This design comes from an exercise in tuning for small area, a short achievable clock period and few clock cycles on the open sky130 flow, not from production work. Function was checked by simulation only, so behaviour that the tests miss may differ from the original.

## flow/design.v

```verilog
module goldschmidt_divider (
    input wire clk,
    input wire rst_n,
    input wire start,
    input wire [15:0] numerator,       
    input wire [15:0] denominator,     
    output wire [15:0] quotient,       
    output reg valid,
    output wire error
);
reg        busy;
reg [2:0]  cnt;
reg [28:0] xn;       
reg [29:0] accn;
reg [24:0] xd;       
reg [25:0] accd;
reg [24:0] y;        
reg [3:0]  lz;       
reg        eq, dz, d3one;
wire [2:0] cnt_nx = busy ? cnt + 3'd1 : 3'd0;
wire       fin    = cnt[0];      
wire [42:0] sumn;
wire [38:0] sumd;
gs_mac #(.W(30), .O(43)) mn (.a(accn), .x({xn, 1'b0}), .y(y[12:0]), .s(sumn));
gs_mac #(.W(26), .O(39)) md (.a(accd), .x({xd, 1'b0}), .y(y[12:0]), .s(sumd));
wire [15:0] d = denominator;
wire        z3 = (d[15:8] == 8'd0);
wire [15:0] d3 = z3 ? {d[7:0], 8'd0} : d;
wire        z2 = (d3[15:12] == 4'd0);
wire [15:0] d2 = z2 ? {d3[11:0], 4'd0} : d3;
wire        z1 = (d2[15:14] == 2'd0);
wire [15:0] d1 = z1 ? {d2[13:0], 2'd0} : d2;
wire        z0 = ~d1[15];
wire [15:0] d0 = z0 ? {d1[14:0], 1'b0} : d1;
wire [11:0] dn = d0[15:4];
reg [12:0] f0m1;     
always @(*) begin
    case (dn[10:8])
        3'd0: f0m1 = 13'd8191;
        3'd1: f0m1 = 13'd7281;
        3'd2: f0m1 = 13'd6553;
        3'd3: f0m1 = 13'd5957;
        3'd4: f0m1 = 13'd5460;
        3'd5: f0m1 = 13'd5040;
        3'd6: f0m1 = 13'd4680;
        default: f0m1 = 13'd4368;
    endcase
end
wire [28:0] n4  = xn + (d3one ? 29'd0 : {11'd0, accn[29:12]});
wire [43:0] qsh = {15'd0, n4} << lz;
assign quotient = eq ? 16'h1000 : qsh[31:16];
assign error    = dz;
always @(posedge clk or negedge rst_n) begin
    if (!rst_n) begin
        busy  <= 1'b0;
        valid <= 1'b0;
    end else begin
        valid <= busy & (cnt == 3'd5);
        if (!busy)
            busy <= start;
        else if (cnt == 3'd5)
            busy <= 1'b0;
    end
end
always @(posedge clk) begin
    cnt <= cnt_nx;
    if (!busy) begin
        xn   <= {2'd0, numerator, 11'd0};
        accn <= {2'd0, numerator, 12'd0};
        xd   <= {2'd0, dn, 11'd0};
        accd <= {2'd0, dn, 12'd0};
        y    <= {12'd0, f0m1};
        lz   <= {z3, z2, z1, z0};
        eq   <= (numerator == denominator);
        dz   <= (denominator == 16'd0);
    end else if (fin) begin
        accn <= sumn[42:13];
        accd <= sumd[38:13];
        y    <= {13'd0, y[24:13]};
    end else begin
        xn   <= sumn[40:12];
        accn <= {sumn[40:12], 1'b0};
        xd   <= sumd[36:12];
        accd <= {sumd[36:12], 1'b0};
        y    <= ~sumd[36:12];
        d3one <= sumd[36];
    end
end
endmodule
module gs_mac #(parameter W = 30, parameter O = 43) (
    input  wire [W-1:0] a,
    input  wire [W-1:0] x,
    input  wire [12:0]  y,
    output wire [O-1:0] s
);
wire [O-1:0] p0 = {{(O-W){1'b0}}, x & {W{y[0]}}} << 0;
wire [O-1:0] p1 = {{(O-W){1'b0}}, x & {W{y[1]}}} << 1;
wire [O-1:0] p2 = {{(O-W){1'b0}}, x & {W{y[2]}}} << 2;
wire [O-1:0] p3 = {{(O-W){1'b0}}, x & {W{y[3]}}} << 3;
wire [O-1:0] p4 = {{(O-W){1'b0}}, x & {W{y[4]}}} << 4;
wire [O-1:0] p5 = {{(O-W){1'b0}}, x & {W{y[5]}}} << 5;
wire [O-1:0] p6 = {{(O-W){1'b0}}, x & {W{y[6]}}} << 6;
wire [O-1:0] p7 = {{(O-W){1'b0}}, x & {W{y[7]}}} << 7;
wire [O-1:0] p8 = {{(O-W){1'b0}}, x & {W{y[8]}}} << 8;
wire [O-1:0] p9 = {{(O-W){1'b0}}, x & {W{y[9]}}} << 9;
wire [O-1:0] p10 = {{(O-W){1'b0}}, x & {W{y[10]}}} << 10;
wire [O-1:0] p11 = {{(O-W){1'b0}}, x & {W{y[11]}}} << 11;
wire [O-1:0] p12 = {{(O-W){1'b0}}, x & {W{y[12]}}} << 12;
wire [O-1:0] pa = {{(O-W){1'b0}}, a};
wire [O-1:0] m0s = p0 ^ p1 ^ p2;
wire [O-1:0] m0c = ((p0 & p1) | (p0 & p2) | (p1 & p2)) << 1;
wire [O-1:0] m1s = p3 ^ p4 ^ p5;
wire [O-1:0] m1c = ((p3 & p4) | (p3 & p5) | (p4 & p5)) << 1;
wire [O-1:0] m2s = p6 ^ p7 ^ p8;
wire [O-1:0] m2c = ((p6 & p7) | (p6 & p8) | (p7 & p8)) << 1;
wire [O-1:0] m3s = p9 ^ p10 ^ p11;
wire [O-1:0] m3c = ((p9 & p10) | (p9 & p11) | (p10 & p11)) << 1;
wire [O-1:0] l0s0 = m0s ^ m0c ^ m1s;
wire [O-1:0] l0c0 = ((m0s & m0c) | (m0s & m1s) | (m0c & m1s)) << 1;
wire [O-1:0] l0s1 = m1c ^ m2s ^ m2c;
wire [O-1:0] l0c1 = ((m1c & m2s) | (m1c & m2c) | (m2s & m2c)) << 1;
wire [O-1:0] l0s2 = m3s ^ m3c ^ p12;
wire [O-1:0] l0c2 = ((m3s & m3c) | (m3s & p12) | (m3c & p12)) << 1;
wire [O-1:0] l1s0 = l0s0 ^ l0c0 ^ l0s1;
wire [O-1:0] l1c0 = ((l0s0 & l0c0) | (l0s0 & l0s1) | (l0c0 & l0s1)) << 1;
wire [O-1:0] l1s1 = l0c1 ^ l0s2 ^ l0c2;
wire [O-1:0] l1c1 = ((l0c1 & l0s2) | (l0c1 & l0c2) | (l0s2 & l0c2)) << 1;
wire [O-1:0] l2s0 = l1s0 ^ l1c0 ^ l1s1;
wire [O-1:0] l2c0 = ((l1s0 & l1c0) | (l1s0 & l1s1) | (l1c0 & l1s1)) << 1;
wire [O-1:0] l3s0 = l2s0 ^ l2c0 ^ l1c1;
wire [O-1:0] l3c0 = ((l2s0 & l2c0) | (l2s0 & l1c1) | (l2c0 & l1c1)) << 1;
wire [O-1:0] l4s0 = l3s0 ^ l3c0 ^ pa;
wire [O-1:0] l4c0 = ((l3s0 & l3c0) | (l3s0 & pa) | (l3c0 & pa)) << 1;
assign s = l4s0 + l4c0;
endmodule
```

## flow/run.sh

```bash
#!/bin/bash
# synth_recipe.tcl (not shown) runs the flow's synth.tcl, then flattens the netlist and writes it again
# the make line also repeats each setting of config.mk as NAME=value (left out here)
make -C /OpenROAD-flow-scripts/flow DESIGN_CONFIG=/design/flow/config.mk WORK_HOME=/design/flow/orfs CLKGATE_MAP_FILE= SYNTH_SCRIPT=/design/flow/synth_recipe.tcl finish
```

## flow/config.mk

```make
export PLATFORM = sky130hd
export DESIGN_NAME = goldschmidt_divider
export DESIGN_NICKNAME = goldschmidt_divider
export VERILOG_FILES = /design/flow/design.v
export SDC_FILE = /design/flow/constraint.sdc
export NUM_CORES = 4
export LEC_CHECK = 0
export CAP_MARGIN = 20
export CORE_MARGIN = 2
export CORE_UTILIZATION = 40
export SETUP_SLACK_MARGIN = 5
export SLEW_MARGIN = 20
```

## flow/constraint.sdc

```tcl
create_clock -name core_clock -period 11.0 [get_ports {clk}]
set_input_delay 2.2000 -clock core_clock [delete_from_list [all_inputs] [get_ports {clk}]]
set_output_delay 2.2000 -clock core_clock [all_outputs]
set_load 0.01 [all_outputs]
```

==> impl_metrics.tcl <==
set metrics [dict create \
    cts_sinks 145 \
    worstSetupStartpoint "y[11]" \
    die-area_mm2 0.0799 \
    syn_avg_cell_area_um2 8.94 \
    finalSetupTns_ns 0 \
    cp-start-kind "flip-flop" \
    grt_pass1_wl_mm 159 \
    drv_cap 0 \
    m1WireLength_mm 43.3 \
    rsz0062_at_grt "yes" \
    synth_seq_cells 145 \
    yosysSeqAreaShare_pct 10.5 \
    wl_met2_mm 50.2 \
    slew_headroom_pct 25.3 \
    drtPass1Iterations 5 \
    num_vias 26200 \
    min-delay-start "y[21]" \
    r2r_setup_slack_ns 4.48 \
    place.gp.congestion 0.901 \
    drive_gt1_share_pct 25.3 \
    routedWlPerCell_um 22.5 \
    crit_type "reg2reg" \
    ys_warn_count 1 \
    drt.antenna.violating_nets 0 \
    core_area_mm2 0.0772 \
    period_minus_slack_ns 6.52 \
    grt_usage_pct 26.4 \
    die_height_um 283 \
    ys_types 91 \
    hold_slack_ns 0.485 \
    cts_root_buffer "clkbuf_16" \
    grt_pass1_vias 26800 \
    r2r-end "accd[19]" \
    hold_depth 2 \
    initial_utilization_pct 40.2 \
    r2r-start "y[11]" \
    min_period_over_period_pct 59.2 \
    cp-end-kind "flip-flop" \
    route.met3.wl_mm 8.21 \
    layout_commonest_cell "inv_1" \
    htreeDepth 4 \
    post-place-ws_ns 3.59 \
    clock_path_buffers 2 \
    synthArstFlopShare_pct 1.38 \
    hold_violations 0 \
    drc_errors 0 \
    setup_viol 0 \
    drv_slew 0 \
    synth.cell_area_mm2 0.0311 \
    grt-ovfl-total 0 \
    synth_edf_count 35 \
    status "timing/DRC/antenna clean" \
    worst_pin_slew_ns 1.12 \
    synth_flop_cell "dfxtp_1" \
    dieWidth_um 283 \
    hp-class "reg2reg" \
    num_io_pins 53 \
    fp-row-count 102 \
    max_freq_ghz 0.153 \
    synth_nets 4308 \
    ff2ff_path_depth 25 \
    numCtsBuffers 17 \
    via_per_inst 5.49 \
    netlist_instances 3475 \
    clock_skew_ns 0.0181 \
    nets 4542 \
    final_cell_mix "inv_1, fa_1, and2_1" \
    clock_latency_ns 0.44 \
    path_max_fanout 11 \
    io_buffers 52 \
    antenna_found_initial 12 \
    cts_tree "built" \
    path_clk_slew_ns 0.07 \
    worst_slack_ns 4.48 \
    critPathArrivalTime_ns 6.85 \
    dr.max_layer_used "met5" \
    wl_mm 107 \
    holdPathEnd "y[8]" \
    grt_max_degree 55 \
    syn_to_final_growth_pct 28.9 \
    drt_iter0_markers 2067 \
    dp_hpwl_mm 62.2 \
    cp.required_ns 11.34 \
]
sequential cells by signal, indices dropped and copies added (netlist names):
signal,count
xn,29
busy,1
accn,29
accd,25
dz,1
valid,1
y,25
eq,1
d3one,1
lz,4
cnt,3
xd,25
routing by layer:
layer  vias to the layer above  track usage, %
li1                      11300               -
met1                     13400            35.5
met2                      1143            43.4
met3                       287            3.89
met4                         8            9.46
met5                         -               0
timing repair:
action / CTS / global route
hold buffers: 0 / 0
gates resized for setup: 483 / 361
pin swaps: 231 / 176
cloned: 34 / 5
setup buffers: 204 / 85
endpoints found under the setup margin: 147 / 145
Yosys cell counts (7+ instances only):
cell type | number | area, µm²
o21ai_1 | 14 | 70.1
nand3_1 | 28 | 140
o21ai_0 | 77 | 385
a21o_1 | 50 | 375
nand4_1 | 17 | 106
mux2i_1 | 35 | 350
clkbuf_1 | 178 | 668
o21bai_1 | 16 | 120
nor4_1 | 10 | 62.6
a221oi_1 | 8 | 70.1
inv_1 | 619 | 2320
ha_1 | 199 | 2490
xnor2_1 | 59 | 517
nor3_1 | 14 | 70.1
xor2_1 | 31 | 272
o211ai_1 | 17 | 128
a21oi_1 | 130 | 651
and3_1 | 12 | 75.1
o22ai_1 | 10 | 62.6
nor2_1 | 130 | 488
fa_1 | 599 | 12000
o21a_1 | 12 | 90.1
nand2_1 | 372 | 1400
nor2b_1 | 8 | 50.1
o221ai_1 | 8 | 70.1
a31oi_1 | 12 | 75.1
mux2_2 | 12 | 135
and2_1 | 464 | 2900
or3_1 | 7 | 43.8
a211oi_1 | 17 | 128
a22o_1 | 28 | 245
dfxtp_1 | 108 | 2160
edfxtp_1 | 35 | 1050
o2bb2ai_1 | 13 | 114
worst max path at each step:
stage                    end  slack (ns)
floorplan             xd[18]        4.97
global placement    accd[23]        3.64
detailed placement  accd[23]        3.59
CTS                 accd[19]        4.67
global route        accd[19]        4.36
finish              accd[19]        4.48
final cells by class:
cell class / instances / area (µm²)
Multi-Input combinational cell: 2509 / 27700
Clock inverter: 12 / 93.8
Timing Repair Buffer: 408 / 4810
Inverter: 628 / 2360
Fill cell: 6783 / 37200
Antenna cell: 2 / 5.00
Tap cell: 1040 / 1300
Clock buffer: 20 / 478
Sequential cell: 145 / 3350
kinds of logic (layout without fill, tap and decap cells):
logic type	after synthesis	after routing	share of synthesized area [%]
and+or+nand+nor	1088	1088	17.9
buffers and inverters	821	1068	10.0
DFF	145	145	10.5
other	0	2	0
AOI/OAI and AO/OA	480	480	10.5
muxes	52	52	1.90
adders and majority gates	798	798	46.6
xor gates and xnor gates	91	91	2.59
worst max-delay path, cell delays in order (launching register included):
cell and delay (ns):
dfxtp_4 0.49, buf_16 0.19, nand2_2 0.07, fa_1 0.51, inv_1 0.06, fa_1 0.45
fa_1 0.51, inv_2 0.04, fa_1 0.52, inv_1 0.05, fa_1 0.49, inv_1 0.06
fa_1 0.52, inv_2 0.05, ha_4 0.21, a21o_1 0.18, a21o_1 0.19, a221o_1 0.40
o2bb2ai_4 0.17, nor3_4 0.23, buf_12 0.15, o2bb2ai_4 0.14, o21bai_1 0.10, xor2_1 0.19
a31o_2 0.28, a21o_1 0.15
stage by stage:
stage	area, µm²	utilization (%)	std cells
floorplan	31400	-	3475
global placement	32500	42.1	4402
detailed placement	32500	42.1	4402
CTS	37800	48.9	4672
global route	40000	51.9	4763
finish	40000	51.9	4764
Testbench counts, summed over its fixed seeds: cycles 112,000.

re-timing with driven ports:
The flow's constraints put no driver on any port. The routed layout listed below was extracted and timed again, unchanged, in two steps.
Step 1: set_driving_cell puts a clkbuf_16 on clk and a buf_2 on each other input, an assumption about the parent block.
Step 2 times the ports against the registers' clock, not the clock port: input delays grow and output delays shrink by t, the midpoint of the rising clock arrivals with the driver on.
Slacks: ideal ports / drivers / drivers and shift; pairs: ideal ports / drivers.
shift t [ns]: 0.496
setup slack, ns: 4.485 / 4.485 / 4.485
hold slack, ns: 0.485 / 0.485 / 0.485
worst register clock-pin slew, ns: 0.08 / 0.08
worst data-port slew with drivers (ns): 0.04
After both steps setup and hold are still met in this run. The setup slack of this run moves by 0.000 ns with the drivers and by 0.000 ns with both steps.
